From an optimization exercise on the open Yosys and OpenROAD flow, aimed at small area, a short achievable clock period and few clock cycles; shortcuts taken in it are not production practice. Where RTL was checked, it was by simulation tests only, not by an equivalence proof against the original. For run 1, only the layout was checked, not whether the RTL still works. Power figures rest on the tool's default switching activity, not on a simulated workload.

**flow/config.mk**
```make
export PLATFORM = sky130hd
export DESIGN_NAME = CPU_top
export DESIGN_NICKNAME = CPU_top
export VERILOG_FILES = /design/flow/design.v
export SDC_FILE = /design/flow/constraint.sdc
export NUM_CORES = 8
export LEC_CHECK = 0
export CAP_MARGIN = 30
export CORE_MARGIN = 2
export CORE_UTILIZATION = 55
export SLEW_MARGIN = 30
export SYNTH_HIERARCHICAL = 1
```
**flow/constraint.sdc**
```tcl
create_clock -name core_clock -period 27.0 [get_ports {clk}]
set_input_delay 5.4000 -clock core_clock [delete_from_list [all_inputs] [get_ports {clk}]]
set_output_delay 5.4000 -clock core_clock [all_outputs]
set_load 0.01 [all_outputs]
```
**flow/design.v**
```verilog
`timescale 1ns / 1ps
module ALU(
input [63:0] a, b,
input sub,         
input arith,       
input left,        
input s_add, s_sll, s_slt, s_sltu, s_xor, s_sr, s_or, s_and,
output [63:0] sum,
output carry,      
output eq,         
output [63:0] res
    );
    wire [63:0] p, g;
    adder add(.a(a), .b(b), .sub(sub), .sum(sum), .carry(carry), .p(p), .g(g));
    assign eq = &p;
    wire ltu = ~carry;
    wire gtu = carry & ~eq;
    wire slt = (a[63] ^ b[63]) ? a[63] : (a[63] ? gtu : ltu);
    wire f = arith & a[63];
    wire fn = ~f;
    wire [63:0] t [0:6];
    genvar i, l;
    generate
        for (i = 0; i < 64; i = i + 1) begin: g_rev
            g_mux2i u(.a0(a[i]), .a1(a[63-i]), .s(left), .y(t[0][i]));
        end
        for (l = 1; l < 7; l = l + 1) begin: g_lvl
            localparam integer SH = 1 << (6 - l);
            wire fill = ((l - 1) % 2 == 0) ? fn : f;
            for (i = 0; i < 64; i = i + 1) begin: g_bit
                if (i + SH < 64) begin: g_in
                    g_mux2i u(.a0(t[l-1][i]), .a1(t[l-1][i+SH]), .s(b[6-l]), .y(t[l][i]));
                end else begin: g_fill
                    g_mux2i u(.a0(t[l-1][i]), .a1(fill), .s(b[6-l]), .y(t[l][i]));
                end
            end
        end
    endgenerate
    wire [63:0] sr_n = t[6];
    wire [63:0] sl_n;
    generate
        for (i = 0; i < 64; i = i + 1) begin: g_sl
            assign sl_n[i] = sr_n[63-i];
        end
    endgenerate
    wire sp = s_xor | s_or;
    wire sg = s_and | s_or;
    wire ns_sll = ~s_sll;
    wire ns_sr = ~s_sr;
    wire [63:0] y1;
    generate
        for (i = 0; i < 64; i = i + 1) begin: g_res
            g_aoi222 u1(.a1(s_add), .b1(sum[i]), .a2(sp), .b2(p[i]), .a3(sg), .b3(g[i]), .y(y1[i]));
            if (i > 0) begin: g_hi
                g_o221ai u2(.a1(ns_sll), .a2(sl_n[i]), .b1(ns_sr), .b2(sr_n[i]), .c(y1[i]), .y(res[i]));
            end
        end
    endgenerate
    assign res[0] = ~y1[0] | (s_sll & ~sl_n[0]) | (s_sr & ~sr_n[0])
                  | (s_slt & slt) | (s_sltu & ltu);
endmodule
module adder(
input [63:0] a, b,
input sub,
output [63:0] sum,
output carry,
output [63:0] p, g
    );
    wire [63:0] bx = b ^ {64{sub}};
    assign g = a & bx;
    assign p = a ^ bx;
    wire [63:0] G [0:6];
    wire [63:0] P [0:6];
    assign G[0] = {g[63:1], g[0] | (p[0] & sub)};
    assign P[0] = p;
    genvar l, j;
    generate
        for (l = 0; l < 6; l = l + 1) begin: g_lv
            for (j = 0; j < 64; j = j + 1) begin: g_bit
                if (((j >> l) & 1) == 1) begin: g_op
                    localparam integer k = ((j >> l) << l) - 1;
                    assign G[l+1][j] = G[l][j] | (P[l][j] & G[l][k]);
                    assign P[l+1][j] = P[l][j] & P[l][k];
                end else begin: g_pass
                    assign G[l+1][j] = G[l][j];
                    assign P[l+1][j] = P[l][j];
                end
            end
        end
    endgenerate
    assign sum = p ^ {G[6][62:0], sub};
    assign carry = G[6][63];
endmodule
`timescale 1ns / 1ps
module branch_detection(
input [31:0] w,
input [11:0] pc,
output pt,
output [11:0] tgt,
output bad
    );
    wire w_jal = (w[6:0] == 7'b1101111) & ({w[31], w[19:12], w[20], w[30:21]} != 20'd1);
    wire w_bb = (w[6:0] == 7'b1100011) & w[31];
    assign pt = w_jal | w_bb;
    wire [11:2] off = {w[30:25], w[2] ? w[24:21] : w[11:8]};
    wire [10:0] hi = w[2] ? {w[31], w[31], w[19:12], w[20]} : {{9{w[31]}}, w[31], w[7]};
    wire [11:2] g, p;
    wire [11:2] G1, P1, G2, P2, G3, P3, G4;
    genvar i;
    generate
        for (i = 2; i < 12; i = i + 1) begin: g_pre
            g_and2 ug(.a(pc[i]), .b(off[i]), .y(g[i]));
            g_xor2 up(.a(pc[i]), .b(off[i]), .y(p[i]));
            if (((i - 2) & 1) == 1) begin: l1
                g_ao21 uG(.a(g[i]), .b(p[i]), .c(g[i-1]), .y(G1[i]));
                g_and2 uP(.a(p[i]), .b(p[i-1]), .y(P1[i]));
            end else begin: l1p
                assign G1[i] = g[i];
                assign P1[i] = p[i];
            end
            if (((i - 2) & 2) == 2) begin: l2
                localparam integer k = ((i - 2) & ~3) + 1 + 2;
                g_ao21 uG(.a(G1[i]), .b(P1[i]), .c(G1[k]), .y(G2[i]));
                g_and2 uP(.a(P1[i]), .b(P1[k]), .y(P2[i]));
            end else begin: l2p
                assign G2[i] = G1[i];
                assign P2[i] = P1[i];
            end
            if (((i - 2) & 4) == 4) begin: l3
                localparam integer k = ((i - 2) & ~7) + 3 + 2;
                g_ao21 uG(.a(G2[i]), .b(P2[i]), .c(G2[k]), .y(G3[i]));
                g_and2 uP(.a(P2[i]), .b(P2[k]), .y(P3[i]));
            end else begin: l3p
                assign G3[i] = G2[i];
                assign P3[i] = P2[i];
            end
            if (((i - 2) & 8) == 8) begin: l4
                g_ao21 uG(.a(G3[i]), .b(P3[i]), .c(G3[9]), .y(G4[i]));
            end else begin: l4p
                assign G4[i] = G3[i];
            end
        end
    endgenerate
    wire [11:3] s;
    generate
        for (i = 3; i < 12; i = i + 1) begin: g_sum
            g_xor2 us(.a(p[i]), .b(G4[i-1]), .y(s[i]));
        end
    endgenerate
    assign tgt = {s, p[2], pc[1:0]};
    wire c12 = G4[11];
    assign bad = c12 ? (hi != 11'h7ff) : (hi != 11'd0);
endmodule
`timescale 1ns / 1ps
module control_unit(
input [31:0] w,
output [31:0] rs1_oh, rs2_oh,    
output c_op, c_opi, c_ld, c_st, c_br, c_jal, c_jalr,
output c_use1, c_use2, c_wr, c_ldw,
output c_sub, c_arith, c_left,
output s_add, s_sll, s_slt, s_sltu, s_xor, s_sr, s_or, s_and, s_link,
output b_rs2, b_immi, b_imms,
output t_eq, t_ne, t_lt, t_ge, t_ltu, t_geu, c_pt
    );
    wire [6:0] op = w[6:0];
    wire [2:0] f3 = w[14:12];
    wire [4:0] rs1 = w[19:15];
    wire [4:0] rs2 = w[24:20];
    wire rdnz = (w[11:7] != 5'd0);
    wire alt = w[30];
    genvar i;
    generate
        for (i = 0; i < 32; i = i + 1) begin: g_oh
            assign rs1_oh[i] = (rs1 == i);
            assign rs2_oh[i] = (rs2 == i);
        end
    endgenerate
    assign c_op   = (op == 7'b0110011);
    assign c_opi  = (op == 7'b0010011);
    assign c_ld   = (op == 7'b0000011);
    assign c_st   = (op == 7'b0100011);
    assign c_br   = (op == 7'b1100011);
    assign c_jal  = (op == 7'b1101111);
    assign c_jalr = (op == 7'b1100111);
    wire alu = c_op | c_opi;
    wire ft_b = ({w[31], w[7], w[30:25], w[11:8]} == 12'd1);
    wire ft_j = ({w[31], w[19:12], w[20], w[30:21]} == 20'd1);
    wire brt = c_br & ~ft_b;
    assign c_use1 = c_op | c_opi | c_ld | c_st | c_br | c_jalr;
    assign c_use2 = c_op | c_st | c_br;
    assign c_wr = (alu | c_jal | c_jalr) & rdnz;
    assign c_ldw = c_ld & rdnz;
    assign c_sub = c_br | (alu & (f3 == 3'b010 || f3 == 3'b011)) | (c_op & f3 == 3'b000 & alt);
    assign c_arith = alt & (f3 == 3'b101);
    assign c_left = (f3 == 3'b001);
    assign s_add = alu & (f3 == 3'b000);
    assign s_sll = alu & (f3 == 3'b001);
    assign s_slt = alu & (f3 == 3'b010);
    assign s_sltu = alu & (f3 == 3'b011);
    assign s_xor = alu & (f3 == 3'b100);
    assign s_sr = alu & (f3 == 3'b101);
    assign s_or = alu & (f3 == 3'b110);
    assign s_and = alu & (f3 == 3'b111);
    assign s_link = c_jal | c_jalr;
    assign b_rs2 = c_op | c_br;
    assign b_immi = c_opi | c_ld | c_jalr;
    assign b_imms = c_st;
    assign t_eq = brt & (f3 == 3'b000);
    assign t_ne = brt & (f3 == 3'b001);
    assign t_lt = brt & (f3 == 3'b100);
    assign t_ge = brt & (f3 == 3'b101);
    assign t_ltu = brt & (f3 == 3'b110);
    assign t_geu = brt & (f3 == 3'b111);
    assign c_pt = (c_jal & ~ft_j) | (c_br & w[31]);
endmodule
`timescale 1ns / 1ps
module rdbit(
input [31:1] sel,
input [31:1] d,
input sl, l, sr, r,
input e,
output o
    );
    wire [10:0] x;
    genvar k;
    generate
        for (k = 0; k < 10; k = k + 1) begin: g_x
            g_aoi222 u(.a1(sel[3*k+1]), .b1(d[3*k+1]), .a2(sel[3*k+2]), .b2(d[3*k+2]),
                       .a3(sel[3*k+3]), .b3(d[3*k+3]), .y(x[k]));
        end
    endgenerate
    g_aoi222 u10(.a1(sel[31]), .b1(d[31]), .a2(sl), .b2(l), .a3(sr), .b3(r), .y(x[10]));
    wire y0, y1, y2;
    g_nand4 n0(.a(x[0]), .b(x[1]), .c(x[2]), .d(x[3]), .y(y0));
    g_nand4 n1(.a(x[4]), .b(x[5]), .c(x[6]), .d(x[7]), .y(y1));
    g_nand3 n2(.a(x[8]), .b(x[9]), .c(x[10]), .y(y2));
    g_or4 n3(.a(y0), .b(y1), .c(y2), .d(e), .y(o));
endmodule
module rdmux(
input [31:1] sel,
input [64*31-1:0] d,
input sl, sr,
input [63:0] l, r,
input [63:0] e,
output [63:0] o
    );
    genvar b, k;
    generate
        for (b = 0; b < 64; b = b + 1) begin: g_bit
            wire [31:1] db;
            for (k = 1; k < 32; k = k + 1) begin: g_reg
                assign db[k] = d[64*(k-1) + b];
            end
            rdbit u(.sel(sel), .d(db), .sl(sl), .l(l[b]), .sr(sr), .r(r[b]), .e(e[b]), .o(o[b]));
        end
    endgenerate
endmodule
`timescale 1ns / 1ps
module g_aoi222(input a1, b1, a2, b2, a3, b3, output y);
    assign y = ~((a1 & b1) | (a2 & b2) | (a3 & b3));
endmodule
module g_aoi22(input a1, b1, a2, b2, output y);
    assign y = ~((a1 & b1) | (a2 & b2));
endmodule
module g_nand4(input a, b, c, d, output y);
    assign y = ~(a & b & c & d);
endmodule
module g_nand3(input a, b, c, output y);
    assign y = ~(a & b & c);
endmodule
module g_or3(input a, b, c, output y);
    assign y = a | b | c;
endmodule
module g_mux2i(input a0, a1, s, output y);
    assign y = ~(s ? a1 : a0);
endmodule
module g_o221ai(input a1, a2, b1, b2, c, output y);
    assign y = ~((a1 | a2) & (b1 | b2) & c);
endmodule
module g_or4(input a, b, c, d, output y);
    assign y = a | b | c | d;
endmodule
module g_xor2(input a, b, output y);
    assign y = a ^ b;
endmodule
module g_and2(input a, b, output y);
    assign y = a & b;
endmodule
module g_ao21(input a, b, c, output y);
    assign y = a | (b & c);
endmodule
module g_ao22(input a1, b1, a2, b2, output y);
    assign y = (a1 & b1) | (a2 & b2);
endmodule
module g_mux2(input a0, a1, s, output y);
    assign y = s ? a1 : a0;
endmodule
module g_pcnext(input a1, b1, c1, a0, fj, b0, c0, tb1, tb0, s, pt, sq, tk, output d);
    wire t1n, x0n, y0n, t0n;
    g_aoi222 u1(.a1(a1), .b1(tb1), .a2(b1), .b2(pt), .a3(c1), .b3(sq), .y(t1n));
    g_aoi22 ux(.a1(a0), .b1(tb0), .a2(fj), .b2(s), .y(x0n));
    g_aoi22 uy(.a1(b0), .b1(pt), .a2(c0), .b2(sq), .y(y0n));
    g_and2 u0(.a(x0n), .b(y0n), .y(t0n));
    g_mux2i um(.a0(t0n), .a1(t1n), .s(tk), .y(d));
endmodule
module g_pcnext_hi(input a1, n1, a0, fj, n0, tb1, tb0, s, sq, tk, output d);
    wire t1n, t0n;
    g_aoi22 u1(.a1(a1), .b1(tb1), .a2(n1), .b2(sq), .y(t1n));
    g_aoi222 u0(.a1(a0), .b1(tb0), .a2(fj), .b2(s), .a3(n0), .b3(sq), .y(t0n));
    g_mux2i um(.a0(t0n), .a1(t1n), .s(tk), .y(d));
endmodule
`timescale 1ns / 1ps
module CPU_top(
input clk, rstn,
output imem_en,
output [63:0] imem_addr,
input [31:0] imem_rdata,
output dmem_re, dmem_we,
output [63:0] dmem_addr, dmem_wdata,
input [63:0] dmem_rdata
    );
    wire rst = ~rstn;
    reg [63:0] pcf;           
    reg        en;            
    reg        rv;            
    reg [11:0] rpc;           
    reg [31:0] ir;            
    reg [11:0] irpc;
    reg        irv;
    reg [31:0] ib;            
    reg [11:0] ibpc;
    reg        ibv;
    reg        mv, wv;        
    reg [4:0]  mrd, wrd;
    reg        ldrv;          
    reg [4:0]  ldrrd;
    reg [63:0] ldr;
    reg        resv;          
    reg [4:0]  resrd;
    reg [63:0] res;
    reg        dwe, dre;
    reg [11:3] daddr;         
    reg [63:0] dwdata;
    reg [64*31-1:0] rf;       
    reg [31:1] rfv;           
    reg c_op, c_opi, c_ld, c_st, c_br, c_jal, c_jalr;
    reg c_use1, c_use2, c_wr, c_ldw;
    reg c_sub, c_arith, c_left;
    reg s_add, s_sll, s_slt, s_sltu, s_xor, s_sr, s_or, s_and, s_link;
    reg b_rs2, b_immi, b_imms;
    reg t_eq, t_ne, t_lt, t_ge, t_ltu, t_geu, c_pt;
    reg [31:1] sel1, sel2;    
    reg sr1, sr2;             
    reg sl1, sl2;             
    reg x2a, x2b;             
    assign imem_en = en;
    assign imem_addr = pcf;
    assign dmem_we = dwe;
    assign dmem_re = dre;
    assign dmem_addr = {52'd0, daddr, 3'b000};
    assign dmem_wdata = dwdata;
    wire [4:0] rs1 = ir[19:15];
    wire [4:0] rs2 = ir[24:20];
    wire [4:0] rd  = ir[11:7];
    wire haz1 = c_use1 & ((mv & (mrd == rs1)) | (wv & (wrd == rs1)));
    wire haz2 = c_use2 & ((mv & (mrd == rs2)) | (wv & (wrd == rs2)));
    wire ldw_if = (wv & (wrd != rd)) | (ldrv & resv & (ldrrd != rd));
    wire [4:0] ldrd_if = (wv & (wrd != rd)) ? wrd : ldrrd;
    wire hazw = c_wr & mv & (mrd != rd) & ldw_if & (ldrd_if != mrd);
    wire fire = irv & ~(haz1 | haz2 | hazw);
    wire wdx = fire & c_wr;
    wire [63:0] p1, p2;
    wire [63:0] imm_i = {{52{ir[31]}}, ir[31:20]};
    wire [63:0] imm_s = {{52{ir[31]}}, ir[31:25], ir[11:7]};
    wire [63:0] e1 = {52'd0, x2a, 11'd0};
    wire [63:0] e2 = ({64{b_immi}} & imm_i) | {52'd0, x2b, 11'd0};
    rdmux rd1(.sel(sel1), .d(rf), .sl(sl1), .l(ldr), .sr(sr1), .r(res), .e(e1), .o(p1));
    rdmux rd2(.sel(sel2), .d(rf), .sl(sl2), .l(ldr), .sr(sr2), .r(res), .e(e2), .o(p2));
    wire [63:0] va = p1;
    wire [63:0] vb = p2;
    wire [11:0] aoff = c_st ? imm_s[11:0] : imm_i[11:0];
    wire [11:0] asum = va[11:0] + aoff;
    wire [63:0] sum, alu_res;
    wire carry, eq;
    ALU ALU(
    .a(va), .b(vb),
    .sub(c_sub), .arith(c_arith), .left(c_left),
    .s_add(s_add), .s_sll(s_sll), .s_slt(s_slt), .s_sltu(s_sltu),
    .s_xor(s_xor), .s_sr(s_sr), .s_or(s_or), .s_and(s_and),
    .sum(sum), .carry(carry), .eq(eq), .res(alu_res)
    );
    wire [12:0] link = {1'b0, irpc} + 13'd4;
    wire taken = (t_eq & eq) | (t_ne & ~eq) | (t_lt & sum[63]) | (t_ge & ~sum[63])
               | (t_ltu & ~carry) | (t_geu & carry);
    wire [22:0] off_b = {{9{ir[31]}}, ir[31], ir[7], ir[30:25], ir[11:8], 2'b00};
    wire [22:0] off_j = {ir[31], ir[31], ir[19:12], ir[20], ir[30:21], 2'b00};
    wire [23:0] tbr = {12'd0, irpc} + (c_jal ? {off_j[22], off_j} : {off_b[22], off_b});
    wire [63:0] tgt_br = {{40{tbr[23]}}, tbr};
    wire c_bad;
    branch_detection dxbad(.w(ir), .pc(irpc), .pt(), .tgt(), .bad(c_bad));
    wire fbr = fire & c_br;
    wire fjr = fire & c_jalr;
    wire jbad = fire & c_jal & c_pt & c_bad;
    wire redir = fjr | (fbr & (taken ? (~c_pt | c_bad) : c_pt)) | jbad;
    wire pt;
    wire [11:0] ptgt;
    branch_detection predict(.w(imem_rdata), .pc(rpc), .pt(pt), .tgt(ptgt), .bad());
    wire irfree = ~irv | fire;
    wire take = rv & ~ibv;                
    wire pred = take & pt;
    wire ibv_n = ~redir & (irfree ? 1'b0 : (ibv | rv));
    wire [63:0] pcf_seq = en ? pcf + 64'd4 : pcf;
    wire a1 = fbr & (~c_pt | c_bad);       
    wire a0 = (fbr & c_pt) | jbad;         
    wire [63:0] tb0 = c_jal ? tgt_br : {51'd0, link};
    wire b1 = ~a1 & pred;
    wire c1 = ~a1 & ~pred;
    wire b0 = ~a0 & ~fjr & pred;
    wire c0 = ~a0 & ~fjr & ~pred;
    wire [63:0] pcf_d;
    genvar pb;
    generate
        for (pb = 0; pb < 13; pb = pb + 1) begin: g_pc
            g_pcnext u(.a1(a1), .b1(b1), .c1(c1), .a0(a0), .fj(fjr), .b0(b0), .c0(c0),
                       .tb1(tgt_br[pb]), .tb0(tb0[pb]), .s(sum[pb]),
                       .pt(pb < 12 ? ptgt[pb % 12] : 1'b0), .sq(pcf_seq[pb]),
                       .tk(taken), .d(pcf_d[pb]));
        end
        for (pb = 13; pb < 64; pb = pb + 1) begin: g_pch
            g_pcnext_hi u(.a1(a1), .n1(~a1), .a0(a0), .fj(fjr), .n0(~a0 & ~fjr),
                          .tb1(tgt_br[pb]), .tb0(tb0[pb]), .s(sum[pb]), .sq(pcf_seq[pb]),
                          .tk(taken), .d(pcf_d[pb]));
        end
    endgenerate
    always @(posedge clk or negedge rstn) begin
        if (!rstn) pcf <= 64'd0;
        else pcf <= pcf_d;
    end
    always @(posedge clk) begin
        if (rst) begin
            en <= 1'b1;
            rv <= 1'b0;
            irv <= 1'b0;
            ibv <= 1'b0;
        end else begin
            en <= ~ibv_n;
            ibv <= ibv_n;
            rv <= ~redir & ~pred & (en | (rv & ~take));
            if (redir) irv <= 1'b0;
            else if (irfree) irv <= ibv | rv;
        end
    end
    always @(posedge clk) begin
        if (en) rpc <= pcf[11:0];
        if (irfree) begin
            ir <= ibv ? ib : imem_rdata;
            irpc <= ibv ? ibpc : rpc;
        end
        if (~irfree & ~ibv) begin
            ib <= imem_rdata;
            ibpc <= rpc;
        end
    end
    wire wl = ldrv & ~resv;
    wire [4:0] wa = resv ? resrd : ldrrd;
    wire [63:0] wd = resv ? res : ldr;
    wire kill_m = wdx & (mrd == rd);
    wire kill_w = wdx & (wrd == rd);
    wire kill_l = wdx & (ldrrd == rd);
    wire ldnew = wv & ~kill_w;
    wire ldrv_n = ldnew | (ldrv & ~(wl | kill_l));
    wire [4:0] ldrrd_n = ldnew ? wrd : ldrrd;
    wire [31:1] wdec;
    wire [31:1] rfv_n;
    genvar gi, gb;
    generate
        for (gi = 1; gi < 32; gi = gi + 1) begin: g_rf
            assign wdec[gi] = (resv | wl) & (wa == gi);
            assign rfv_n[gi] = rfv[gi] | wdec[gi];
            wire [63:0] rf_n;
            for (gb = 0; gb < 64; gb = gb + 1) begin: g_b
                g_ao22 u(.a1(wdec[gi]), .b1(wd[gb]), .a2(~wdec[gi]), .b2(rf[64*(gi-1) + gb]), .y(rf_n[gb]));
            end
            always @(posedge clk)
                rf[64*(gi-1) +: 64] <= rf_n;
        end
    endgenerate
    always @(posedge clk) begin
        if (rst) begin
            rfv <= 31'd0;
            dwe <= 1'b0;
            dre <= 1'b0;
            mv <= 1'b0;
            wv <= 1'b0;
            ldrv <= 1'b0;
            resv <= 1'b0;
        end else begin
            rfv <= rfv_n;
            dwe <= fire & c_st;
            dre <= fire & c_ld;
            mv <= fire & c_ldw;
            wv <= mv & ~kill_m;
            ldrv <= ldrv_n;
            resv <= wdx;
        end
    end
    always @(posedge clk) begin
        daddr <= asum[11:3];
        dwdata <= vb;
        mrd <= rd;
        wrd <= mrd;
        if (ldnew) ldr <= dmem_rdata;
        ldrrd <= ldrrd_n;
        res <= alu_res | {51'd0, {13{s_link}} & link};
        resrd <= rd;
    end
    wire take_rd = irfree & ~ibv;
    wire [31:0] hold = irfree ? ib : ir;
    wire [31:0] r1_r, r2_r, r1_h, r2_h;
    wire [32:0] k_r, k_h;
    control_unit dec_r(
    .w(imem_rdata), .rs1_oh(r1_r), .rs2_oh(r2_r),
    .c_op(k_r[0]), .c_opi(k_r[1]), .c_ld(k_r[2]), .c_st(k_r[3]), .c_br(k_r[4]),
    .c_jal(k_r[5]), .c_jalr(k_r[6]), .c_use1(k_r[7]), .c_use2(k_r[8]), .c_wr(k_r[9]),
    .c_ldw(k_r[10]), .c_sub(k_r[11]), .c_arith(k_r[12]), .c_left(k_r[13]),
    .s_add(k_r[14]), .s_sll(k_r[15]), .s_slt(k_r[16]), .s_sltu(k_r[17]), .s_xor(k_r[18]),
    .s_sr(k_r[19]), .s_or(k_r[20]), .s_and(k_r[21]), .s_link(k_r[22]),
    .b_rs2(k_r[23]), .b_immi(k_r[24]), .b_imms(k_r[25]),
    .t_eq(k_r[26]), .t_ne(k_r[27]), .t_lt(k_r[28]), .t_ge(k_r[29]),
    .t_ltu(k_r[30]), .t_geu(k_r[31]), .c_pt(k_r[32])
    );
    control_unit dec_h(
    .w(hold), .rs1_oh(r1_h), .rs2_oh(r2_h),
    .c_op(k_h[0]), .c_opi(k_h[1]), .c_ld(k_h[2]), .c_st(k_h[3]), .c_br(k_h[4]),
    .c_jal(k_h[5]), .c_jalr(k_h[6]), .c_use1(k_h[7]), .c_use2(k_h[8]), .c_wr(k_h[9]),
    .c_ldw(k_h[10]), .c_sub(k_h[11]), .c_arith(k_h[12]), .c_left(k_h[13]),
    .s_add(k_h[14]), .s_sll(k_h[15]), .s_slt(k_h[16]), .s_sltu(k_h[17]), .s_xor(k_h[18]),
    .s_sr(k_h[19]), .s_or(k_h[20]), .s_and(k_h[21]), .s_link(k_h[22]),
    .b_rs2(k_h[23]), .b_immi(k_h[24]), .b_imms(k_h[25]),
    .t_eq(k_h[26]), .t_ne(k_h[27]), .t_lt(k_h[28]), .t_ge(k_h[29]),
    .t_ltu(k_h[30]), .t_geu(k_h[31]), .c_pt(k_h[32])
    );
    wire [32:0] k_n = take_rd ? k_r : k_h;
    wire [31:0] r1_n = take_rd ? r1_r : r1_h;
    wire [31:0] r2_n = take_rd ? r2_r : r2_h;
    wire [4:0] resrd_n = rd;
    wire [31:0] onres, onldr;
    generate
        for (gi = 0; gi < 32; gi = gi + 1) begin: g_src
            assign onres[gi] = wdx & (resrd_n == gi);
            assign onldr[gi] = ldrv_n & (ldrrd_n == gi);
        end
    endgenerate
    wire [31:1] rfok_n = rfv_n & ~onres[31:1] & ~onldr[31:1];
    wire g2_n = k_n[0] | k_n[4] | k_n[3];     
    always @(posedge clk) begin
        {c_pt, t_geu, t_ltu, t_ge, t_lt, t_ne, t_eq, b_imms, b_immi, b_rs2, s_link, s_and, s_or, s_sr,
         s_xor, s_sltu, s_slt, s_sll, s_add, c_left, c_arith, c_sub, c_ldw, c_wr,
         c_use2, c_use1, c_jalr, c_jal, c_br, c_st, c_ld, c_opi, c_op} <= k_n;
        sel1 <= r1_n[31:1] & rfok_n;
        sel2 <= r2_n[31:1] & rfok_n & {31{g2_n}};
        sr1 <= |(r1_n & onres);
        sr2 <= |(r2_n & onres) & g2_n;
        sl1 <= |(r1_n & onldr);
        sl2 <= |(r2_n & onldr) & g2_n;
        x2a <= r1_n[2] & ~rfv_n[2] & ~onres[2] & ~onldr[2];
        x2b <= r2_n[2] & ~rfv_n[2] & ~onres[2] & ~onldr[2] & g2_n;
    end
endmodule
```
**flow/flow/run.sh**
```bash
#!/bin/bash
# The standard ORFS layout (standard.sh) with these changes:
#  - the timing repair steps aim at more setup slack than zero, so that they
#    work on the paths that set the achieved period (SDC, clock period and I/O
#    constraints stay the standard flow's);
#  - every port still gets one buffer: buf_2 on inputs, buf_4 on outputs
#    (flow/bp.tcl), rather than the delay cell buffer_ports picks on its own;
#  - CTS clusters somewhat more sinks per leaf buffer and adds no dummy loads.
set -euo pipefail
here=$(pwd)
bash standard.sh \
  SETUP_SLACK_MARGIN=20.3 \
  DONT_BUFFER_PORTS=1 \
  "PRE_GLOBAL_PLACE_TCL=$here/flow/bp.tcl" \
  "CTS_ARGS=-sink_clustering_enable -repair_clock_nets -dont_use_dummy_load -sink_clustering_size 25 -sink_clustering_max_diameter 80" \
  finish > standard.log 2>&1
```
**flow/flow/bp.tcl**
```tcl
# Port buffers: inputs get buf_2, outputs buf_4 (every port gets one buffer,
# as in the standard flow).
buffer_ports -inputs -buffer_cell sky130_fd_sc_hd__buf_2
buffer_ports -outputs -buffer_cell sky130_fd_sc_hd__buf_4
```
**flow/standard.sh**
```bash
#!/bin/bash
# synth_recipe.tcl (not shown) runs the flow's synth.tcl, then flattens the netlist and writes it again
# the make line also repeats each setting of config.mk as NAME=value (left out here)
make -C /OpenROAD-flow-scripts/flow DESIGN_CONFIG=/design/flow/config.mk WORK_HOME=/design/flow/orfs CLKGATE_MAP_FILE= SYNTH_SCRIPT=/design/flow/synth_recipe.tcl "${@:-finish}"
```
==> run summary, run 1 <==
For the worst setup path, the data required time is 27.76 ns. The vias after detailed routing is 113k. The via count of the first global-routing pass came to ~100k. Setup repair after global routing could not meet its margin everywhere. STA classifies the critical path endpoint as a flip-flop. The area enclosed by the die boundary came out at 206000 µm². The final critical path takes up roughly a quarter of the cycle.

The total number of clock tree sinks is 2502. Per report_power, the combinational group accounts for between 7 and 8% of the total. The number of instances in the synthesized netlist is 9555. The clock edge transition at the registers on the reported setup and hold paths came out at 0.10 ns.

The top-level port count is about 290. The overall fraction of global-route tracks in use is a little over half. The power density normalized to cell area is 53.2 nW/µm². Summed over all nets, the switching power comes to between 0.0015 and 0.002 W. Summing all flip-flop and latch instances after layout gives 52400 µm².

Max-cap violations in this run came to 0. The synthesized cell area is 111000 µm². The clock period minus final worst setup slack is just under 7 ns. The fraction of final layout cells with drive strength greater than 1 came out at approximately 11%. The number of standard-cell rows in the floorplan came out at 165. The final cell count without fillers is roughly 13k. The insertion delay of the later-clocked pin in the worst-skew pair is 0.88 ns. The setup clock skew after layout came out at 0.110 ns. The flow ran to the end and the layout has no timing, DRC or antenna violations. The type of the setup path with the least slack is reg -> reg. VDD sags by at most about 0.076 mV. The number of hold-repair buffers added at the cts stage is 0. The mean number of vias per cell is 8.92.

The final-report hold violation count is 0. The weighted congestion reported at the end of routability-driven placement came out at 1.05. The number of antenna violations at the first check in global routing is 48. The worst max-slew margin expressed relative to the limit came out at 21.5%. Counting along the longest clock path gives a buffer depth of 3. The DRC violation count after routing came out at 0. For this block, the routed nets add up to 590000 µm of wire. The clock root buffer master is clkbuf_16.

The initial core utilization is 55.2%. The overall die width is 454 µm. The H-tree depth reported by CTS came out at 4. Sequential cells burn 59.7% of the power. The switching portion of total power came out at 25.3%.

The number of buffers inserted by port buffering came out at between 200 and 250. The layout overhead on the synthesized area is 9.06%. The global-route wire length before repair is between 800000 and 900000 µm.

The HPWL after detailed placement is roughly 370000 µm. The internal power is 0.00483 W. The clock group share of total power came out at 33.2%.

The area taken by multi-input logic gates came out at 59100 µm². The number of pins with negative max-slew slack in the final report is 0. The layout has 16.3k filler cells. The maximum number of pins on one net before global-route repair came out at 104. The slew at the pin closest to its max-slew limit came out at between 1 and 1.5 ns.

The leakage power is ~43 nW. The number of design-rule violations left by the first detailed-router iteration came out at 31.1k. The chip height came out at about 450 µm.

The final global-route overflow total came out at 0. The accumulated negative setup slack came out at 0 ns. The routed length per placed instance came out at 46.7 µm. The worst-case hold slack is 0.416 ns. The maximum clock frequency came out at approximately 150 MHz.

In this run the remaining antenna-violating nets after routing total 0. The cell count after placement is around 12k. The first detailed-routing pass took 23 iterations. During synthesis, Yosys emitted a total of 9 warnings. In the final design database the tool counted 10.1k nets. Setup violations remaining at the end of the flow were counted as 0. The number of clock buffers added by TritonCTS is 134. The worst hold path belongs to the class reg -> reg.

The endpoint arrival time on the critical path came out at between 7 and 8 ns. TritonCTS built the clock tree. The element type at the critical path start is a flip-flop.

Of all nets on the critical path, the largest fanout is 43. The floorplan step defined a core boundary enclosing 202000 µm². Each instance of the synthesized netlist takes up on average 11.6 µm².
power by group through the flow:
stage / sequential [W] / combinational, W / clock, W
global route: 0.00386 / 0.000482 / 0.00224
floorplan: 0.00390 / 0.000317 / 0
detailed placement: 0.00393 / 0.000428 / 0
finish: 0.00385 / 0.000460 / 0.00214
CTS: 0.00385 / 0.000434 / 0.00211
global placement: 0.00393 / 0.000424 / 0
area by class of cell:
cell class	instances	share of cell area, %
sequential	2502	43.2
tap	2672	2.76
antenna	46	0.0949
inverter	119	0.416
timing repair buffer	263	2.10
clock buffer	134	2.76
multi-input combinational	6881	48.7
per-layer routing:
| metal | routed length (µm) | vias to the layer above | GRT usage (%) |
|---|---|---|---|
| met3 | 100000 | 3169 | 22.3 |
| li1 | - | 42827 | - |
| met5 | 161 | - | 0.840 |
| met1 | 196000 | 54370 | 66.2 |
| met4 | 68000 | 18 | 47.6 |
| met2 | 225000 | 12129 | 72.6 |
flip-flops by register name (all words and copies together), names as in the netlist, 5 cells and up:
register / cells
ldr: 64
resrd: 5
rfv: 31
ir: 32
ibpc: 12
dwdata: 64
wrd: 5
sel2: 31
res: 64
sel1: 31
rf: 1984
daddr: 9
ldrrd: 5
ib: 32
irpc: 12
rpc: 12
pcf: 64
critical path: stages (launching register included):
cell	delay (ns)
dfxtp_4	0.68
buf_4	0.87
a222oi_1	0.26
nand4_1	0.19
or4_1	0.52
inv_1	0.16
fa_1	0.49
nor2b_1	0.17
o2111ai_1	0.18
a311o_2	0.58
a211oi_4	0.36
o31ai_4	0.12
buf_12	0.18
nand3_1	0.16
a31oi_4	0.16
xnor2_4	0.30
mux2i_2	0.31
nand3_4	0.13
mux2_2	0.29
a221oi_1	0.24
o21ai_0	0.14
a21oi_1	0.14
final timing paths:
kind	startpoint	endpoint	slack, ns	cells after the start
min	rfv[2]	x2a	0.42	1
min in group asynchronous	rstn	pcf[2]	4.26	0
max reg2reg	sel1[18]	irv	20.15	21
max in group asynchronous	rstn	pcf[36]	22.42	0
max	sel1[18]	irv	20.15	21
min reg2reg	rfv[2]	x2a	0.42	1
stage by stage:
stage	power [W]	area, µm²	worst slack, ns	util, %
floorplan	0.00422	112000	19.60	-
global placement	0.00436	116000	19.14	57.7
detailed placement	0.00436	117000	19.19	57.9
CTS	0.00639	121000	20.18	59.8
global route	0.00658	121000	20.17	60.1
finish	0.00646	121000	20.15	60.2
placed cells by master, fill, tap and decap left out, types with 69 or more instances in the layout:
master and n:
mux2_2 206, nor2b_1 69, nand4_1 305, nor2_1 327, a22oi_2 77, xnor2_1 124
and2_1 71, inv_1 80, buf_4 198, nand3_1 206, ha_1 83, a22o_1 1992
mux2i_1 564, xor2_1 139, a222oi_1 1539, nand2_1 136, conb_1 120, dfxtp_1 2180
edfxtp_1 164, or4_1 98, dfxtp_4 72, a21oi_1 83, clkbuf_16 134
timing repair:
action / 4_1_cts / 5_1_grt
hold endpoints to repair: 0 / 0
gates resized for setup: 122 / 49
setup buffers: 8 / 27
pin swaps: 26 / 20
setup endpoints to repair: 124 / 110
cloned: 2 / 1
==> inputs of run 2 (changes only) <==
--- a/flow/design.v
+++ b/flow/design.v
@@ -97,4 +97,5 @@
 input [11:0] pc,
 output pt,
+output bb,           
 output [11:0] tgt,
 output bad
@@ -103,4 +104,5 @@
     wire w_bb = (w[6:0] == 7'b1100011) & w[31];
     assign pt = w_jal | w_bb;
+    assign bb = w_bb;
     wire [11:2] off = {w[30:25], w[2] ? w[24:21] : w[11:8]};
     wire [10:0] hi = w[2] ? {w[31], w[31], w[19:12], w[20]} : {{9{w[31]}}, w[31], w[7]};
@@ -237,5 +239,26 @@
     g_or4 n3(.a(y0), .b(y1), .c(y2), .d(e), .y(o));
 endmodule
-module rdmux(
+module rdbit_ne(
+input [31:1] sel,
+input [31:1] d,
+input sl, l, sr, r,
+output o
+    );
+    wire [10:0] x;
+    genvar k;
+    generate
+        for (k = 0; k < 10; k = k + 1) begin: g_x
+            g_aoi222 u(.a1(sel[3*k+1]), .b1(d[3*k+1]), .a2(sel[3*k+2]), .b2(d[3*k+2]),
+                       .a3(sel[3*k+3]), .b3(d[3*k+3]), .y(x[k]));
+        end
+    endgenerate
+    g_aoi222 u10(.a1(sel[31]), .b1(d[31]), .a2(sl), .b2(l), .a3(sr), .b3(r), .y(x[10]));
+    wire y0, y1, y2;
+    g_nand4 n0(.a(x[0]), .b(x[1]), .c(x[2]), .d(x[3]), .y(y0));
+    g_nand4 n1(.a(x[4]), .b(x[5]), .c(x[6]), .d(x[7]), .y(y1));
+    g_nand3 n2(.a(x[8]), .b(x[9]), .c(x[10]), .y(y2));
+    g_or3 n3(.a(y0), .b(y1), .c(y2), .y(o));
+endmodule
+module rdmux #(parameter [63:0] EMASK = {64{1'b1}}) (
 input [31:1] sel,
 input [64*31-1:0] d,
@@ -252,5 +275,9 @@
                 assign db[k] = d[64*(k-1) + b];
             end
-            rdbit u(.sel(sel), .d(db), .sl(sl), .l(l[b]), .sr(sr), .r(r[b]), .e(e[b]), .o(o[b]));
+            if (EMASK[b]) begin: g_e
+                rdbit u(.sel(sel), .d(db), .sl(sl), .l(l[b]), .sr(sr), .r(r[b]), .e(e[b]), .o(o[b]));
+            end else begin: g_ne
+                rdbit_ne u(.sel(sel), .d(db), .sl(sl), .l(l[b]), .sr(sr), .r(r[b]), .o(o[b]));
+            end
         end
     endgenerate
@@ -266,4 +293,10 @@
     assign y = ~(a & b & c & d);
 endmodule
+module g_nand2(input a, b, output y);
+    assign y = ~(a & b);
+endmodule
+module g_and3(input a, b, c, output y);
+    assign y = a & b & c;
+endmodule
 module g_nand3(input a, b, c, output y);
     assign y = ~(a & b & c);
@@ -296,10 +329,14 @@
     assign y = s ? a1 : a0;
 endmodule
-module g_pcnext(input a1, b1, c1, a0, fj, b0, c0, tb1, tb0, s, pt, sq, tk, output d);
-    wire t1n, x0n, y0n, t0n;
-    g_aoi222 u1(.a1(a1), .b1(tb1), .a2(b1), .b2(pt), .a3(c1), .b3(sq), .y(t1n));
-    g_aoi22 ux(.a1(a0), .b1(tb0), .a2(fj), .b2(s), .y(x0n));
-    g_aoi22 uy(.a1(b0), .b1(pt), .a2(c0), .b2(sq), .y(y0n));
-    g_and2 u0(.a(x0n), .b(y0n), .y(t0n));
+module g_pcnext(input a1, b1, h1, c1, a0, fj, b0, h0, c0, tb1, tb0, s, pt, bt, sq, tk,
+                output d);
+    wire x1n, y1n, t1n, x0n, y0n, z0n, t0n;
+    g_aoi22 ux1(.a1(b1), .b1(pt), .a2(h1), .b2(bt), .y(x1n));
+    g_aoi22 uy1(.a1(a1), .b1(tb1), .a2(c1), .b2(sq), .y(y1n));
+    g_and2 u1(.a(x1n), .b(y1n), .y(t1n));
+    g_aoi22 ux0(.a1(b0), .b1(pt), .a2(h0), .b2(bt), .y(x0n));
+    g_aoi22 uy0(.a1(a0), .b1(tb0), .a2(fj), .b2(s), .y(y0n));
+    g_nand2 uz0(.a(c0), .b(sq), .y(z0n));
+    g_and3 u0(.a(x0n), .b(y0n), .c(z0n), .y(t0n));
     g_mux2i um(.a0(t0n), .a1(t1n), .s(tk), .y(d));
 endmodule
@@ -328,7 +365,5 @@
     reg [11:0] irpc;
     reg        irv;
-    reg [31:0] ib;            
-    reg [11:0] ibpc;
-    reg        ibv;
+    reg        stl;           
     reg        mv, wv;        
     reg [4:0]  mrd, wrd;
@@ -363,10 +398,5 @@
     wire [4:0] rs2 = ir[24:20];
     wire [4:0] rd  = ir[11:7];
-    wire haz1 = c_use1 & ((mv & (mrd == rs1)) | (wv & (wrd == rs1)));
-    wire haz2 = c_use2 & ((mv & (mrd == rs2)) | (wv & (wrd == rs2)));
-    wire ldw_if = (wv & (wrd != rd)) | (ldrv & resv & (ldrrd != rd));
-    wire [4:0] ldrd_if = (wv & (wrd != rd)) ? wrd : ldrrd;
-    wire hazw = c_wr & mv & (mrd != rd) & ldw_if & (ldrd_if != mrd);
-    wire fire = irv & ~(haz1 | haz2 | hazw);
+    wire fire = irv & ~stl;
     wire wdx = fire & c_wr;
     wire [63:0] p1, p2;
@@ -375,5 +405,5 @@
     wire [63:0] e1 = {52'd0, x2a, 11'd0};
     wire [63:0] e2 = ({64{b_immi}} & imm_i) | {52'd0, x2b, 11'd0};
-    rdmux rd1(.sel(sel1), .d(rf), .sl(sl1), .l(ldr), .sr(sr1), .r(res), .e(e1), .o(p1));
+    rdmux #(.EMASK(64'h800)) rd1(.sel(sel1), .d(rf), .sl(sl1), .l(ldr), .sr(sr1), .r(res), .e(e1), .o(p1));
     rdmux rd2(.sel(sel2), .d(rf), .sl(sl2), .l(ldr), .sr(sr2), .r(res), .e(e2), .o(p2));
     wire [63:0] va = p1;
@@ -398,5 +428,5 @@
     wire [63:0] tgt_br = {{40{tbr[23]}}, tbr};
     wire c_bad;
-    branch_detection dxbad(.w(ir), .pc(irpc), .pt(), .tgt(), .bad(c_bad));
+    branch_detection dxbad(.w(ir), .pc(irpc), .pt(), .bb(), .tgt(), .bad(c_bad));
     wire fbr = fire & c_br;
     wire fjr = fire & c_jalr;
@@ -405,9 +435,12 @@
     wire pt;
     wire [11:0] ptgt;
-    branch_detection predict(.w(imem_rdata), .pc(rpc), .pt(pt), .tgt(ptgt), .bad());
+    wire pbb;
+    branch_detection predict(.w(imem_rdata), .pc(rpc), .pt(pt), .bb(pbb), .tgt(ptgt), .bad());
+    reg        btbv, rvb;
+    reg [11:0] btbtag, btbtgt;
+    wire hit = btbv & en & (pcf[11:0] == btbtag) & (pcf[63:12] == 52'd0);
     wire irfree = ~irv | fire;
-    wire take = rv & ~ibv;                
-    wire pred = take & pt;
-    wire ibv_n = ~redir & (irfree ? 1'b0 : (ibv | rv));
+    wire take = rv & irfree;              
+    wire pred = take & pt & ~rvb;
     wire [63:0] pcf_seq = en ? pcf + 64'd4 : pcf;
     wire a1 = fbr & (~c_pt | c_bad);       
@@ -415,15 +448,18 @@
     wire [63:0] tb0 = c_jal ? tgt_br : {51'd0, link};
     wire b1 = ~a1 & pred;
-    wire c1 = ~a1 & ~pred;
+    wire h1 = ~a1 & ~pred & hit;
+    wire c1 = ~a1 & ~pred & ~hit;
     wire b0 = ~a0 & ~fjr & pred;
-    wire c0 = ~a0 & ~fjr & ~pred;
+    wire h0 = ~a0 & ~fjr & ~pred & hit;
+    wire c0 = ~a0 & ~fjr & ~pred & ~hit;
     wire [63:0] pcf_d;
     genvar pb;
     generate
         for (pb = 0; pb < 13; pb = pb + 1) begin: g_pc
-            g_pcnext u(.a1(a1), .b1(b1), .c1(c1), .a0(a0), .fj(fjr), .b0(b0), .c0(c0),
+            g_pcnext u(.a1(a1), .b1(b1), .h1(h1), .c1(c1),
+                       .a0(a0), .fj(fjr), .b0(b0), .h0(h0), .c0(c0),
                        .tb1(tgt_br[pb]), .tb0(tb0[pb]), .s(sum[pb]),
-                       .pt(pb < 12 ? ptgt[pb % 12] : 1'b0), .sq(pcf_seq[pb]),
-                       .tk(taken), .d(pcf_d[pb]));
+                       .pt(pb < 12 ? ptgt[pb % 12] : 1'b0), .bt(pb < 12 ? btbtgt[pb % 12] : 1'b0),
+                       .sq(pcf_seq[pb]), .tk(taken), .d(pcf_d[pb]));
         end
         for (pb = 13; pb < 64; pb = pb + 1) begin: g_pch
@@ -439,14 +475,22 @@
     always @(posedge clk) begin
         if (rst) begin
+            btbv <= 1'b0;
+            rvb <= 1'b0;
             en <= 1'b1;
             rv <= 1'b0;
             irv <= 1'b0;
-            ibv <= 1'b0;
+            stl <= 1'b0;
         end else begin
-            en <= ~ibv_n;
-            ibv <= ibv_n;
+            en <= ~stl_n;
+            stl <= stl_n;
             rv <= ~redir & ~pred & (en | (rv & ~take));
+            if (en) rvb <= hit;
+            if (fbr & c_pt) begin
+                btbv <= 1'b1;
+                btbtag <= irpc;
+                btbtgt <= tbr[11:0];
+            end
             if (redir) irv <= 1'b0;
-            else if (irfree) irv <= ibv | rv;
+            else if (irfree) irv <= rv;
         end
     end
@@ -454,10 +498,6 @@
         if (en) rpc <= pcf[11:0];
         if (irfree) begin
-            ir <= ibv ? ib : imem_rdata;
-            irpc <= ibv ? ibpc : rpc;
-        end
-        if (~irfree & ~ibv) begin
-            ib <= imem_rdata;
-            ibpc <= rpc;
+            ir <= imem_rdata;
+            irpc <= rpc;
         end
     end
@@ -515,6 +555,6 @@
         resrd <= rd;
     end
-    wire take_rd = irfree & ~ibv;
-    wire [31:0] hold = irfree ? ib : ir;
+    wire take_rd = irfree;
+    wire [31:0] hold = ir;
     wire [31:0] r1_r, r2_r, r1_h, r2_h;
     wire [32:0] k_r, k_h;
@@ -567,3 +607,18 @@
         x2b <= r2_n[2] & ~rfv_n[2] & ~onres[2] & ~onldr[2] & g2_n;
     end
+    wire [31:0] ir_n = take_rd ? imem_rdata : ir;
+    wire [4:0] rs1_n = ir_n[19:15];
+    wire [4:0] rs2_n = ir_n[24:20];
+    wire [4:0] rd_n = ir_n[11:7];
+    wire irv_n = ~redir & (irfree ? rv : irv);
+    wire mv_n = fire & c_ldw;
+    wire [4:0] mrd_n = rd;
+    wire wv_n = mv & ~kill_m;
+    wire [4:0] wrd_n = mrd;
+    wire haz1_n = k_n[7] & ((mv_n & (mrd_n == rs1_n)) | (wv_n & (wrd_n == rs1_n)));
+    wire haz2_n = k_n[8] & ((mv_n & (mrd_n == rs2_n)) | (wv_n & (wrd_n == rs2_n)));
+    wire ldw_if = (wv_n & (wrd_n != rd_n)) | (ldrv_n & wdx & (ldrrd_n != rd_n));
+    wire [4:0] ldrd_if = (wv_n & (wrd_n != rd_n)) ? wrd_n : ldrrd_n;
+    wire hazw_n = k_n[9] & mv_n & (mrd_n != rd_n) & ldw_if & (ldrd_if != mrd_n);
+    wire stl_n = irv_n & (haz1_n | haz2_n | hazw_n);
 endmodule
==> flow/flow/run.sh (replaced) <==
#!/bin/bash
# The standard ORFS layout (standard.sh) with these changes:
#  - before floorplanning, combinational cells synthesis sized up go back to
#    their smallest size (flow/downsize.tcl); the timing repair sizes up those
#    on critical paths again;
#  - the timing repair steps aim at more setup slack than zero, so that they
#    work on the paths that set the achieved period (SDC, clock period and I/O
#    constraints stay the standard flow's);
#  - ports are buffered with buf_4 rather than the delay cell buffer_ports
#    picks on its own;
#  - CTS clusters somewhat more sinks per leaf buffer and adds no dummy loads.
set -euo pipefail
here=$(pwd)
bash standard.sh \
  "PRE_FLOORPLAN_TCL=$here/flow/downsize.tcl" \
  SETUP_SLACK_MARGIN=20.2 \
  "BUFFER_PORTS_ARGS=-buffer_cell sky130_fd_sc_hd__buf_4" \
  "CTS_ARGS=-sink_clustering_enable -repair_clock_nets -dont_use_dummy_load -sink_clustering_size 25 -sink_clustering_max_diameter 80" \
  finish > standard.log 2>&1
==> flow/flow/downsize.tcl (new file) <==
# Before floorplanning: put combinational cells that synthesis sized up back
# at their smallest drive strength; the timing repair that follows sizes up
# the ones on critical paths again.
set db [ord::get_db]
set block [ord::get_db_block]
set n 0
foreach inst [$block getInsts] {
  set name [[$inst getMaster] getName]
  if {![regexp {^(sky130_fd_sc_hd__[a-z0-9]+)_([0-9]+)$} $name -> base size]} { continue }
  if {$size eq "0" || $size eq "1"} { continue }
  if {[regexp {__(df|edf|sdf|dl|clk|conb|tap|fill|decap|diode)} $base]} { continue }
  set small [$db findMaster ${base}_1]
  if {$small eq "NULL"} { set small [$db findMaster ${base}_0] }
  if {$small eq "NULL"} { continue }
  $inst swapMaster $small
  incr n
}
puts "downsize.tcl: $n cells set to their smallest drive strength"
removed: flow/flow/bp.tcl
==> run 2 against run 1 <==
Compared with the run above: still clean on timing, DRC and antenna; count of clock-buffer cells in the layout did not move; flip-flop and latch count fell by 22; sequential share of layout area fell by 1.5 points; first-iteration DRC count rose by 19%; largest cell class unchanged; largest power group unchanged.
==> run summary, run 2 <==
Of the cells placed in the final design, the portion with a size suffix greater than 1 is about an eighth. The stage delay of the slowest cell on the critical path is 0.99 ns. The tightest min-delay check is of the reg -> reg type. The number of standard-cell rows in the floorplan came out at 163.

The layout overhead on the synthesized area is 14.2%. The placed instances occupy a cell area of around 120000 µm². The die is between 400 and 500 µm wide.

The weighted congestion reported at the end of routability-driven placement came out at 1.11. Leaving out fill and tap cells, the most frequent cell in the layout is dfxtp_1. The maximum clock frequency came out at 137 MHz. The number of hold-repair buffers added at the cts stage came out at 0. TritonCTS built the clock tree. The number of maximum-capacitance violations is 0.

The count of yosys warnings during synthesis is 9. The synthesized area divided by synthesized cell count is roughly 11 µm². The total number of clock tree sinks is approximately 2.5k. The leakage power came out at 45.5 nW.

The clock root buffer master is clkbuf_16. The via count of the first global-routing pass was 104k. The largest individual stage delay along the critical path comes from the cell a222oi_1.

The setup clock skew after layout is 0.0983 ns. The run finished with no timing, DRC or antenna violations. The placeable core area came out at 197000 µm².

The worst-case hold slack came out at 0.459 ns. The overall fraction of global-route tracks in use is 58.3%. Setup repair after global routing could not meet its margin everywhere. The count of buffers added on input and output ports is 237. The synthesized cell area came out at 109000 µm². The endpoint arrival time on the critical path is around 8 ns. After legalization and detailed placement, the total HPWL measured 389000 µm.

The top cell types in the final layout, fill and taps aside, are dfxtp_1 (2183), a22o_1 (1986), a222oi_1 (1523). The number of antenna violations at the first check in global routing is 73. STA classifies the critical path startpoint as a flip-flop. The worst IR drop on VDD is approximately 0.08 mV.

The H-tree depth reported by CTS is 4. Dividing the detail-routed via count by the number of cells gives 9.07. The power density normalized to cell area came out at 51.2 nW/µm². In this run the remaining antenna-violating nets after routing total 0. The number of pins with negative max-slew slack in the final report is 0.

The slew at the pin closest to its max-slew limit came out at 1.21 ns. The accumulated negative setup slack is 0 ns. The largest register by flop count is rf.

The area enclosed by the die boundary came out at 201000 µm². Setup violations remaining at the end of the flow were counted as 0. The clock passes through at most 3 buffers.

The final-report hold violation count is 0. After filler insertion, the fill cell instance count of the layout stands at approximately 16k. The number of instances in the synthesized netlist is 9494.

The post-route fraction of the period consumed by the critical path is 27.0%. Detailed routing inserted a total of between 100k and 150k vias. The flip-flop count of the largest register after layout came out at 1984. The final global-route overflow total came out at 0. The clock period minus final worst setup slack came out at 7.28 ns.

Counting tap cells, the placed design contains a total of 12.5k instances. The insertion delay of the later-clocked pin in the worst-skew pair came out at 0.89 ns. The critical path is of the reg -> reg type. The number of search-and-repair iterations in the first detailed-routing pass is 37. The final cell count without fillers is 12.9k. In the final layout, flip-flops and latches occupy 51700 µm².

The post-route cell area came out at roughly 120000 µm². The area taken by multi-input logic gates came out at approximately 58000 µm². The clock edge transition at the registers on the reported setup and hold paths came out at about 0.09 ns.

The final layout net count is 10.4k. The DRC violation count after routing is 0. The clock buffer count from CTS came out at between 100 and 150. The worst endpoint required time is 27.62 ns. Before CTS, the worst setup slack after placement is 18.67 ns. The die is 448 µm tall. The top fanout value on the critical path is 38. For this block, the initial DRC count from the detailed router was 37.1k.

Summed over all layers, the routed wires come to a little over 600000 µm. slightly below 300 I/O pins were placed. Entering global routing, the biggest net connects 65 pins.

The global-route wire length before repair is between 800000 and 900000 µm. The worst pin sits at a relative slew slack of 19.6%. Traced cell by cell, the critical path runs through buf_12 -> a222oi_1 -> nand4_1 -> or4_4 -> xor2_1 -> ha_4 -> nand4_1 -> a211oi_2 -> nor2_1 -> o31ai_2 -> buf_4 -> a21oi_4 -> buf_4 -> a21oi_4 -> or2_1 -> a21oi_1 -> xnor2_1 -> a222oi_1 -> o221ai_2. The nature of the critical path endpoint is a flip-flop. Across all setup checks in the final design, the least slack found is 19.72 ns. The initial core utilization came out at 55.2%. The routed length per placed instance is 48.2 µm.
## run 2: where the power goes
part | switching [W] | internal, W | total (W)
clock | 0.00126 | 0.000887 | 0.00215
sequential | 0.0000746 | 0.00374 | 0.00381
combinational | 0.000222 | 0.000163 | 0.000384
total | 0.00156 | 0.00479 | 0.00634
## run 2: worst paths after layout
check,slack (ns),depth (start not counted),end,startpoint
worst max register to register,19.72,19,res[49],sel2[1]
worst min register to register,0.46,1,dre,c_ld
worst min-delay path,0.46,1,dre,c_ld
worst max-delay path,19.72,19,res[49],sel2[1]
min in group asynchronous,4.66,1,pcf[2],rstn
max in group asynchronous,21.02,2,pcf[23],rstn
## run 2: stage by stage
| stage | util, % | power (W) |
|---|---|---|
| finish | 63.0 | 0.00634 |
| global route | 63.0 | 0.00645 |
| CTS | 61.9 | 0.00626 |
| detailed placement | 59.1 | 0.00422 |
| global placement | 59.0 | 0.00421 |
| floorplan | - | 0.00409 |
## run 2: layout make-up
| type | count | share of cell area (%) |
|---|---|---|
| Multi-Input combinational cell | 6809 | 47.0 |
| Sequential cell | 2480 | 41.7 |
| Timing Repair Buffer | 707 | 5.44 |
| Clock buffer | 134 | 2.70 |
| Tap cell | 2640 | 2.66 |
| Inverter | 117 | 0.432 |
| Antenna cell | 55 | 0.111 |
## run 2: layer usage
layer  part of all wire (%)  global-route usage (%)  vias to the layer above  wire length, µm
li1                       -                       -                    43480                -
met1                     32                    68.7                    55943           200000
met2                     37                    76.3                    13674           229000
met3                     19                    30.8                     4200           117000
met4                     12                    49.4                       78            75900
met5                   0.26                    4.47                        -             1640
## run 2: repair_timing
action,CTS,global route
gates cloned,4,5
pin swaps,49,104
setup endpoints to repair,190,169
gates resized for setup,339,208
setup buffers,117,82
## run 2: critical path: cells and delay by family, from the launching register on
family          cells  cell delay (ns)
fa+ha+maj           1             0.35
flops               1             0.47
buf+inv             3             0.65
compound gates      8             3.34
xor+xnor            2             0.45
simple gates        5             1.71
Testbench counts of run 2, summed over its fixed seeds: cycles 36,678.
==> inputs of run 3 (changes only) <==
--- a/flow/design.v
+++ b/flow/design.v
@@ -513,15 +513,11 @@
     wire [31:1] wdec;
     wire [31:1] rfv_n;
-    genvar gi, gb;
+    genvar gi;
     generate
         for (gi = 1; gi < 32; gi = gi + 1) begin: g_rf
             assign wdec[gi] = (resv | wl) & (wa == gi);
             assign rfv_n[gi] = rfv[gi] | wdec[gi];
-            wire [63:0] rf_n;
-            for (gb = 0; gb < 64; gb = gb + 1) begin: g_b
-                g_ao22 u(.a1(wdec[gi]), .b1(wd[gb]), .a2(~wdec[gi]), .b2(rf[64*(gi-1) + gb]), .y(rf_n[gb]));
-            end
             always @(posedge clk)
-                rf[64*(gi-1) +: 64] <= rf_n;
+                if (wdec[gi]) rf[64*(gi-1) +: 64] <= wd;
         end
     endgenerate
==> run 3 against run 2 <==
Compared with the run above: worst hold slack better by 0.015 ns; fmax decreased by 1.8%; final area rose by 3.3%; worst setup slack got worse by 0.13 ns; cell count is 14% lower; sequential power grew about 10%; critical path type unchanged.
==> run summary, run 3 <==
The worst IR drop on VDD is 0.0762 mV. The number of pins with negative max-slew slack in the final report came out at 0. Dividing the detail-routed wire length by the instance count gives ~51 µm.

The chip height came out at 453 µm. The largest single stage delay on the critical path is approximately 0.86 ns. At the pin with the least slew margin, the transition time is 1.10 ns. The maximum clock frequency came out at 135 MHz. The post-route fraction of the period consumed by the critical path is 27.5%. The number of design-rule violations left by the first detailed-router iteration came out at 30.1k. The total of endpoints with negative setup slack in the final report came out at 0. The number of instances in the synthesized netlist is 7552. Each instance of the synthesized netlist takes up on average 14.7 µm². Counting flops per register, the top entry is rf. The accumulated negative setup slack is 0 ns. The clock period minus final worst setup slack is roughly 7.4 ns. Leaving out fill and tap cells, the most frequent cells in the layout are edfxtp_1 (2111), a222oi_1 (1523), mux2i_1 (575). For this run the aggregate overflow at the end of global routing stands at 0. From synthesis to final layout, the design area changed by 15.6%. The clock tree synthesis step divided the H-tree into 4 levels. The count of nets left with antenna violations once routing finished came out at 0. The count of yosys warnings during synthesis is 9. The longest clock path from root to sink contains 3 buffers. The number of buffer and inverter stages on the critical path came out at 3. In this run the number of cells on the critical path is 18. Counting cells, the worst reg-to-reg path comes to 18. The endpoint arrival time on the critical path came out at 8.11 ns. Setup repair after global routing could not meet its margin everywhere.

The post-route cell area came out at 128000 µm². 293 I/O pins were placed. The flip-flop count of the largest register after layout is 1984. Input and output buffers added on the ports amount to 237. The count of cells in the finished layout, fillers not included, comes to between 10k and 15k.

In this run the worst path has a maximum fanout of 22. The number of maximum-capacitance violations came out at 0. The final-report hold violation count came out at 0. Setup slack on the worst reg-to-reg path comes out at 19.59 ns. The most common cell after layout, fill and taps aside is edfxtp_1. The tightest min-delay check is of the reg -> reg type. The congestion estimate from routability-driven global placement came to ~1.0. The number of search-and-repair iterations in the first detailed-routing pass came out at 22. The via count of the first global-routing pass came out at 85.5k. The element type at the critical path start is a flip-flop.

The detailed router placed 96.7k vias in this run. The HPWL after detailed placement came out at 352000 µm. Summed over all layers, the routed wires come to ~560000 µm. The cell that appears most often on the critical path is nand4_1. The die covers 205000 µm². The number of antenna violations at the first check in global routing is approximately 80.

The number of inserted filler cells in the final layout came out at approximately 15k. The worst max-slew margin expressed relative to the limit is 26.2%. The leakage power came out at roughly 42 nW. After clock tree synthesis, the clock-pin slew on the worst setup and hold paths is about 0.1 ns. Walking the worst path, the cells encountered are buf_6 -> buf_6 -> a222oi_1 -> nand4_1 -> or3_4 -> ha_2 -> nand4_1 -> nor4_1 -> and4_1 -> mux2i_1 -> nand3_4 -> mux2_4 -> a221o_1 -> a21boi_2 -> o21ai_2 -> inv_2 -> nand4_1 -> o22a_1.

TritonCTS built the clock tree. The overall die width is between 400 and 500 µm. At the worst endpoint, the required time is between 20 and 30 ns. The initial core utilization came out at 55.4%. The overall fraction of global-route tracks in use came out at 52.4%. The global-route wire length before repair is 734000 µm.

Counting tap cells, the placed design contains a total of 10.6k instances. The maximum number of pins on one net before global-route repair came out at 65. The net count of the finished layout is 8592.

The critical path ends at en. Row generation in the floorplan step produced 164 rows. The slowest stage of the critical path is the nand4_1 cell.

The clock root buffer master is clkbuf_16. The insertion delay of the later-clocked pin in the worst-skew pair is 0.88 ns. The post-place instance area came out at 118000 µm².

The power density normalized to cell area came out at 52.5 nW/µm². For this run, design rule violations remaining after detail routing come to 0. The mean number of vias per cell came out at between 8 and 9. Tracing the worst setup path back leads to its startpoint at sel1[20]. On the critical path the largest part of the delay comes from simple AND/OR/NAND/NOR gates.

STA classifies the critical path endpoint as a flip-flop. The critical path is of the reg -> reg type. The reg-to-reg endpoint is en. The run finished with no timing, DRC or antenna violations. The final core area utilization came out at 64.1%. The placeable core area came out at roughly 200000 µm².

Clock tree synthesis found a total of 2480 sinks. Counting the buffers created by CTS gives 138. The fraction of final layout cells with drive strength greater than 1 came out at 17.2%.

Power comes to ~0.0067 W. The worst register-to-register path begins at sel1[20]. The mapped netlist covers 111000 µm².

Along the worst hold path, the cell count comes to 1. Across the routed clock network, the largest skew measured is about 0.11 ns.
[run 3: worst min-delay path by stage]
stage / startpoint / end
2_1_floorplan: resrd[0] / wrd[0]
3_3_place_gp: rfv[2] / x2b
3_5_place_dp: rfv[15] / rfv[15]
4_1_cts: rfv[2] / x2b
5_1_grt: rfv[2] / x2b
6_report: rfv[2] / x2b
[run 3: final cells by class]
cell class,count,area (µm²),area share (%)
Multi-Input combinational cell,4880,40800,31.8
Antenna cell,56,140,0.109
Inverter,86,338,0.264
Tap cell,2656,3320,2.59
Clock buffer,138,3450,2.69
Timing Repair Buffer,815,8570,6.69
Sequential cell,2480,71500,55.8
[run 3: where the power goes]
| group | internal (W) | total (W) | switching (W) |
|---|---|---|---|
| registers | 0.00413 | 0.00419 | 0.0000669 |
| clock network | 0.000911 | 0.00214 | 0.00123 |
| logic | 0.000155 | 0.000394 | 0.000239 |
| total | 0.00519 | 0.00673 | 0.00154 |
[run 3: metrics by stage]
step / hold WS, ns / setup slack, ns
floorplan: 0.329 / 19.56
global placement: 0.433 / 17.93
detailed placement: 0.455 / 18.12
CTS: 0.474 / 20.09
global route: 0.487 / 19.87
finish: 0.474 / 19.59
[run 3: routing by layer]
metal  track usage (%)  routed length (µm)
met3              30.0              111000
met5              1.70                 875
met2              71.6              221000
met1              63.6              179000
met4              32.0               51000
[run 3: repair_timing]
| item | CTS | global route |
|---|---|---|
| gates resized for setup | 474 | 113 |
| pin swaps | 155 | 96 |
| hold buffers | 0 | 0 |
| endpoints found under the hold margin | 0 | 0 |
| setup buffers | 253 | 79 |
| setup endpoints to repair | 193 | 133 |
| cloned | 26 | 9 |
[run 3: worst register-to-register path, delay by kind of cell (launching register included)]
kind,cells,cell delay [ns]
AND/OR/NAND/NOR,7,3.58
AO/OA/AOI/OAI,5,1.32
multiplexers,2,0.89
buffers and inverters,3,0.60
flip-flops,1,0.48
adder cells (fa/ha/maj),1,0.40
Testbench counts of run 3, summed over its fixed seeds: cycles 36,678.
==> inputs of run 4 (changes only) <==
--- a/flow/design.v
+++ b/flow/design.v
@@ -607,5 +607,5 @@
     wire [4:0] rs2_n = ir_n[24:20];
     wire [4:0] rd_n = ir_n[11:7];
-    wire irv_n = ~redir & (irfree ? rv : irv);
+    wire irv_n = irfree ? rv : irv;
     wire mv_n = fire & c_ldw;
     wire [4:0] mrd_n = rd;
==> run 4 against run 3 <==
Compared with the run above: synthesized cell count about the same; sequential power about the same; non-clock buffer count is 169 lower; utilization shrank 1.4 points; final area down 2.2%; largest power group unchanged; clock skew up 0.0047 ns; worst setup slack better by 0.40 ns; count of clock-buffer cells in the layout shrank 4.
==> run summary, run 4 <==
The stage delay of the slowest cell on the critical path came out at 0.72 ns. STA classifies the critical path startpoint as an input pin. The power density normalized to cell area came out at 53.3 nW/µm².

The routed length per placed instance came out at 49.9 µm. The top-level port count is 293. The switching portion of total power came out at 22.8%.

The top fanout value on the critical path came out at 34. The global-route wire length before repair is a little over 700000 µm. The final layout net count is 8426. The most critical setup path has its startpoint at imem_rdata[3]. Averaged over all synthesized cells, the footprint is 14.7 µm². The weighted congestion reported at the end of routability-driven placement is 1.07. The most common cell after layout, fill and taps aside is edfxtp_1. The portion of total power attributed to combinational logic came out at 6.0%. The number of hold-repair buffers added at the cts stage is 0. The insertion delay of the later-clocked pin in the worst-skew pair is 0.87 ns.

The critical path's most frequent cell is buf_4. The setup clock skew after layout came out at 0.118 ns. The endpoint arrival time on the critical path is 7.69 ns. The net switching power came out at 0.00152 W. After routing the design area is 125000 µm².

The number of buffer and inverter stages on the critical path is 4. Global routing used 50.6% of the available tracks across all layers. The library cells used most frequently in the layout, excluding fill and tap cells, are edfxtp_1 (2111), a222oi_1 (1523), mux2i_1 (574). The accumulated negative setup slack is 0 ns.

The clock group share of total power came out at 31.4%. The post-place instance area came out at roughly 120000 µm². met2 is the most crowded layer.

OpenSTA, run right after detailed placement, puts the worst setup slack at 18.71 ns. The slew at the pin closest to its max-slew limit is between 1 and 1.5 ns. The mean number of vias per cell came out at 8.74. The tool flagged a number of max-cap violations equal to 0. The H-tree depth reported by CTS is 4. The number of inserted filler cells in the final layout came out at 14.8k.

Dividing the final minimum period by the clock period gives 26.0%. The leakage power came out at 40.7 nW. The number of search-and-repair iterations in the first detailed-routing pass came out at 22. The synthesized cell area came out at 111000 µm². In the global route stage, met3 resource usage came out at ~27%. The clock period minus final worst setup slack came out at 7.01 ns. The met2 routing resource usage after global routing came out at between 60% and 70%. The run finished with no timing, DRC or antenna violations.

The worst endpoint required time is 27.69 ns. The via count of the first global-routing pass is 86.5k. The final worst slack came out at 19.99 ns. The part of the total power dissipated in sequential elements is 62.6%. The final core area utilization came out at approximately 63%. The largest register by flop count is rf.

The number of antenna violations at the first check in global routing came out at between 70 and 80. The fraction of final layout cells with drive strength greater than 1 is 14.7%. The worst IR drop on VDD came out at a little over 0.07 mV. The global routing usage on met1 came out at 62.5%. The register cell area after layout is 71500 µm². Clock tree synthesis found a total of 2480 sinks.

The slowest stage of the critical path belongs to the cell nor3_2. The die covers 205000 µm². The number of instances in the synthesized netlist is 7551. The worst min-delay path startpoint is rfv[2]. The total of endpoints with negative setup slack in the final report came out at 0. The count of yosys warnings during synthesis came out at 9. The number of standard-cell rows in the floorplan is 164.

TritonCTS built the clock tree. The overall die width is 453 µm. The vias after detailed routing is 95.4k. The HPWL after detailed placement came out at between 300000 and 400000 µm. After detailed routing, the number of remaining DRC violations is 0. The internal power came out at 0.00516 W. No sink is reached through more buffers than the 3 on the longest clock path.

The initial core utilization came out at a little under three fifths. The clock buffer count from CTS is 134. The placeable core area is 200000 µm².
run 4: final timing paths:
check                               end  slack (ns)  cells past startpoint
worst max-delay path            sel2[4]       19.99                      9
worst min-delay path                x2a        0.46                      1
worst max register to register       rv       20.02                     22
worst min register to register      x2a        0.46                      1
max in group asynchronous       pcf[27]       20.82                      3
min in group asynchronous       pcf[58]        4.91                      2
run 4: metrics by stage:
step | hold slack (ns) | total power, W | cells
2_1_floorplan | 0.329 | 0.00446 | 7609
3_3_place_gp | 0.432 | 0.00462 | 10554
3_5_place_dp | 0.440 | 0.00462 | 10562
4_1_cts | 0.451 | 0.00663 | 10822
5_1_grt | 0.462 | 0.00680 | 10899
6_report | 0.456 | 0.00668 | 10921
run 4: area by class of cell:
type	count	share of cell area (%)
Sequential cell	2480	57.1
Multi-Input combinational cell	4888	32.3
Timing Repair Buffer	646	4.99
Clock buffer	134	2.68
Tap cell	2656	2.65
Inverter	85	0.267
Antenna cell	32	0.0639
run 4: routing by layer:
metal / wire length [µm] / vias to the layer above
met3: 106000 / 2605
met4: 46700 / 86
li1: - / 35373
met5: 1470 / -
met2: 216000 / 10838
met1: 176000 / 46494
run 4: what timing repair did:
| item | 4_1_cts | 5_1_grt |
|---|---|---|
| pin swaps | 25 | 69 |
| endpoints found under the hold margin | 0 | 0 |
| gates resized for setup | 294 | 137 |
| setup endpoints to repair | 188 | 146 |
| setup buffers | 122 | 59 |
| cloned | 4 | 3 |
run 4: power groups by stage:
stage               registers (W)  logic [W]  clock network, W
floorplan                 0.00426   0.000206                 0
global placement          0.00428   0.000338                 0
detailed placement        0.00428   0.000343                 0
CTS                       0.00418   0.000381           0.00207
global route              0.00418   0.000419           0.00220
finish                    0.00418   0.000404           0.00210
Testbench counts of run 4, summed over its fixed seeds: cycles 36,688.

Setup slack of run 4, layout unchanged: 19.993 ns with ideal ports, 20.016 ns with driving cells assumed (clock clkbuf_16, inputs buf_2), 19.150 ns with port delays also shifted by the 0.914 ns mid clock arrival.
